This design comes from an exercise in tuning for small area and a short achievable clock period on the open sky130 flow, not from production work.
Where RTL was checked, it was by simulation tests only, not by an equivalence proof against the original.
Power is estimated from default activity; no workload was simulated.

== the reference run ==
// brouter
module brouter
#(parameter     addr = 4'b0101)
(
    input       [143:0]     port0_ci,
    input       [143:0]     port1_ci,
    input       [143:0]     port2_ci,
    input       [143:0]     port3_ci,
    input       [143:0]     port4_ci,
    output                  port4_ack,
    input                   clk,
    input                   rst,
    output      [143:0]     port0_co,
    output      [143:0]     port1_co,
    output      [143:0]     port2_co,
    output      [143:0]     port3_co,
    output      [143:0]     port4_co,
    output                  port4_ready);
    localparam [1:0] ax = addr[3:2];
    localparam [1:0] ay = addr[1:0];
    reg [7:0]  gold_sel;
    reg [15:0] prand;
    always @(posedge clk) begin
        if (rst) gold_sel <= 8'd0;
        else gold_sel <= gold_sel + 8'd1;
        if (rst) prand <= 16'h0001;
        else prand <= {prand[14:0], prand[7] ^ prand[3]};
    end
    wire [7:0] gold_nxt = rst ? 8'd0 : gold_sel + 8'd1;
    wire [143:0] ci [0:3];
    assign ci[0] = port0_ci;
    assign ci[1] = port1_ci;
    assign ci[2] = port2_ci;
    assign ci[3] = port3_ci;
    wire [3:0] vin, ejin;
    genvar k;
    generate for (k = 0; k < 4; k = k + 1) begin : g_in
        assign vin[k] = ci[k][11] & ~rst;
        assign ejin[k] = vin[k] & (ci[k][3:0] == addr);
    end endgenerate
    wire [3:0] eoh = {ejin[3] & ~|ejin[2:0], ejin[2] & ~|ejin[1:0], ejin[1] & ~ejin[0], ejin[0]};
    wire [3:0] pvin = vin & ~eoh;    
    reg [143:0] d1 [0:3];    
    reg [3:0]   e1;          
    reg         ejv1;        
    reg         rdy1;        
    generate for (k = 0; k < 4; k = k + 1) begin : g_r1
        always @(posedge clk)
            d1[k] <= {ci[k][143:12], pvin[k], ci[k][10:0]};
    end endgenerate
    always @(posedge clk) begin
        e1   <= eoh;
        ejv1 <= |ejin;
        rdy1 <= ~&pvin;
    end
    wire [143:0] ej_data;
    pick5 pe(.s({1'b0, e1}), .a(d1[0]), .b(d1[1]), .c(d1[2]), .d(d1[3]), .e(144'd0), .y(ej_data));
    assign port4_co = {ej_data[143:12], ejv1, ej_data[10:0]};
    assign port4_ready = rdy1;
    wire vi = port4_ci[11] & ~rst;
    assign port4_ack = vi & rdy1;
    wire [3:0] pv1 = {d1[3][11], d1[2][11], d1[1][11], d1[0][11]};
  ...
export LEC_CHECK = 0
export CAP_MARGIN = 20
export CORE_AREA = 5 5 335 335
export DIE_AREA = 0 0 340 340
export SETUP_SLACK_MARGIN = 3.0
export SLEW_MARGIN = 20
export SYNTH_HIERARCHICAL = 1
create_clock -name core_clock -period 6.0 [get_ports {clk}]
run.sh (not shown) runs the stock make flow with config.mk's settings and CLKGATE_MAP_FILE= SYNTH_SCRIPT=/design/flow/synth_recipe.tcl, a recipe that flattens the netlist after the stock synthesis.
No final results exist for the reference run, since it was stopped by error PPL-0024 during I/O pin placement.
diff inputs: the reference run => the trial run
-- flow/config.mk --
<<< the reference run, line 8
export CAP_MARGIN = 20
export CORE_AREA = 5 5 335 335
export DIE_AREA = 0 0 340 340
export SETUP_SLACK_MARGIN = 3.0
>>> the trial run, line 8
export CAP_MARGIN = 20
export CORE_AREA = 5 5 515 515
export DIE_AREA = 0 0 520 520
export SETUP_SLACK_MARGIN = 3.0
## What came out
The final layout from the trial run, which completed every stage, passed the timing, design-rule and antenna checks at the end of the flow.
Looking at starting density of the core across the trial run and the reference run, the one that comes out lower is the trial run.
Re average footprint of a synthesized cell: no difference whatsoever between the reference run and the trial run.
The reference run -> the trial run: synthesized instance count delta 0, exact match
Looking at the trial run and the reference run, the area after synthesis is a wash.
On number of placement rows: the trial run sits above the reference run.
Compared with the reference run, in the trial run overall die height climbed 53%, die width shows an increase of about 50%.
No run of this note included a check of the RTL's function; only the layout flow was run.

brouter, a different RTL version from the one above (not shown whole).
Size in the first run: ~4900 cells after synthesis, about 1400 I/O pins, ~61000 sq um of cells after synthesis.
export LEC_CHECK = 0
export CAP_MARGIN = 20
export CORE_AREA = 5 5 515 515
export DIE_AREA = 0 0 520 520
export SETUP_SLACK_MARGIN = 3.0
export SLEW_MARGIN = 20
export SYNTH_HIERARCHICAL = 1
create_clock -name core_clock -period 6.0 [get_ports {clk}]
standard.sh (not shown) runs the stock make flow with config.mk's settings and CLKGATE_MAP_FILE= SYNTH_SCRIPT=/design/flow/synth_recipe.tcl, a recipe that flattens the netlist after the stock synthesis.
==> flow/flow/run.sh <==
#!/bin/bash
set -euo pipefail
export BUFFER_PORTS_ARGS="-buffer_cell sky130_fd_sc_hd__buf_1"
export CTS_ARGS="-sink_clustering_enable -repair_clock_nets -sink_clustering_size 24 -sink_clustering_max_diameter 100 -dont_use_dummy_load"
bash standard.sh finish > standard_flow.log 2>&1
Edit:
Settings changed: SETUP_SLACK_MARGIN 3.0 to 3.3.
Cell area grows by 3.2%. Critical path depth shrinks by 4. Cell count grows by 1.1%. Via count grows by 2.2%. Register-to-register slack gets better by 0.19 ns. Worst setup slack gets better by 0.077 ns. Wire length grows by 9.5%. Combinational power grows by 9.8%. Clock-buffer cell count shrinks by 6. Total power grows by 1.3%.
Edit:
Settings changed: SETUP_SLACK_MARGIN 3.3 to 3.15.
=> The changed run produced a clean layout; final area falls by a few percent; non-clock buffer count falls by 66; clock skew grows by 0.021 ns; final cell count came out lower slightly; clock-buffer cell count increases by 5; core utilization drops by 0.64 points; first-iteration DRC count falls by roughly a tenth; sequential share of layout area is higher by 1.2 points; die area is unchanged; total power decreases slightly; wire length is lower by a few percent.

==> re-timing with driven ports <==
The flow's constraints put no driver on any port. The routed layouts listed below were extracted and timed again, unchanged, in two steps.
Step 1 sets driving cells, clkbuf_16 on the clock port and buf_2 on the other inputs (assumed; they add their load-dependent delay and slew).
Step 2 also shifts input and output timing later by t, the mid clock arrival at the registers, as if the neighbouring blocks saw the same clock.
a / b / c = ideal ports / drivers / drivers and shift; a / b = the first two.
| run | t (ns) | setup WS [ns] | worst setup path at the end | worst slew at a driven data input, ns | pins driven straight from the clock port |
|---|---|---|---|---|---|
| the trial run | 0.952 | 1.166 / 1.166 / 1.166 | register to register | 0.28 | 1 |
| the first run of note 2 | 0.850 | 2.928 / 2.963 / 2.117 | input to register | 0.34 | 1 |
| the second run of note 2 | 0.857 | 3.005 / 2.957 / 2.276 | input to register | 0.36 | 1 |
| the third run of note 2 | 0.863 | 3.025 / 2.980 / 2.355 | input to register | 0.34 | 1 |
After both steps every run listed still meets setup and hold. For the first run of note 2, which loses most, drivers alone change the setup slack by +0.035 ns; drivers and shift together by -0.811 ns.
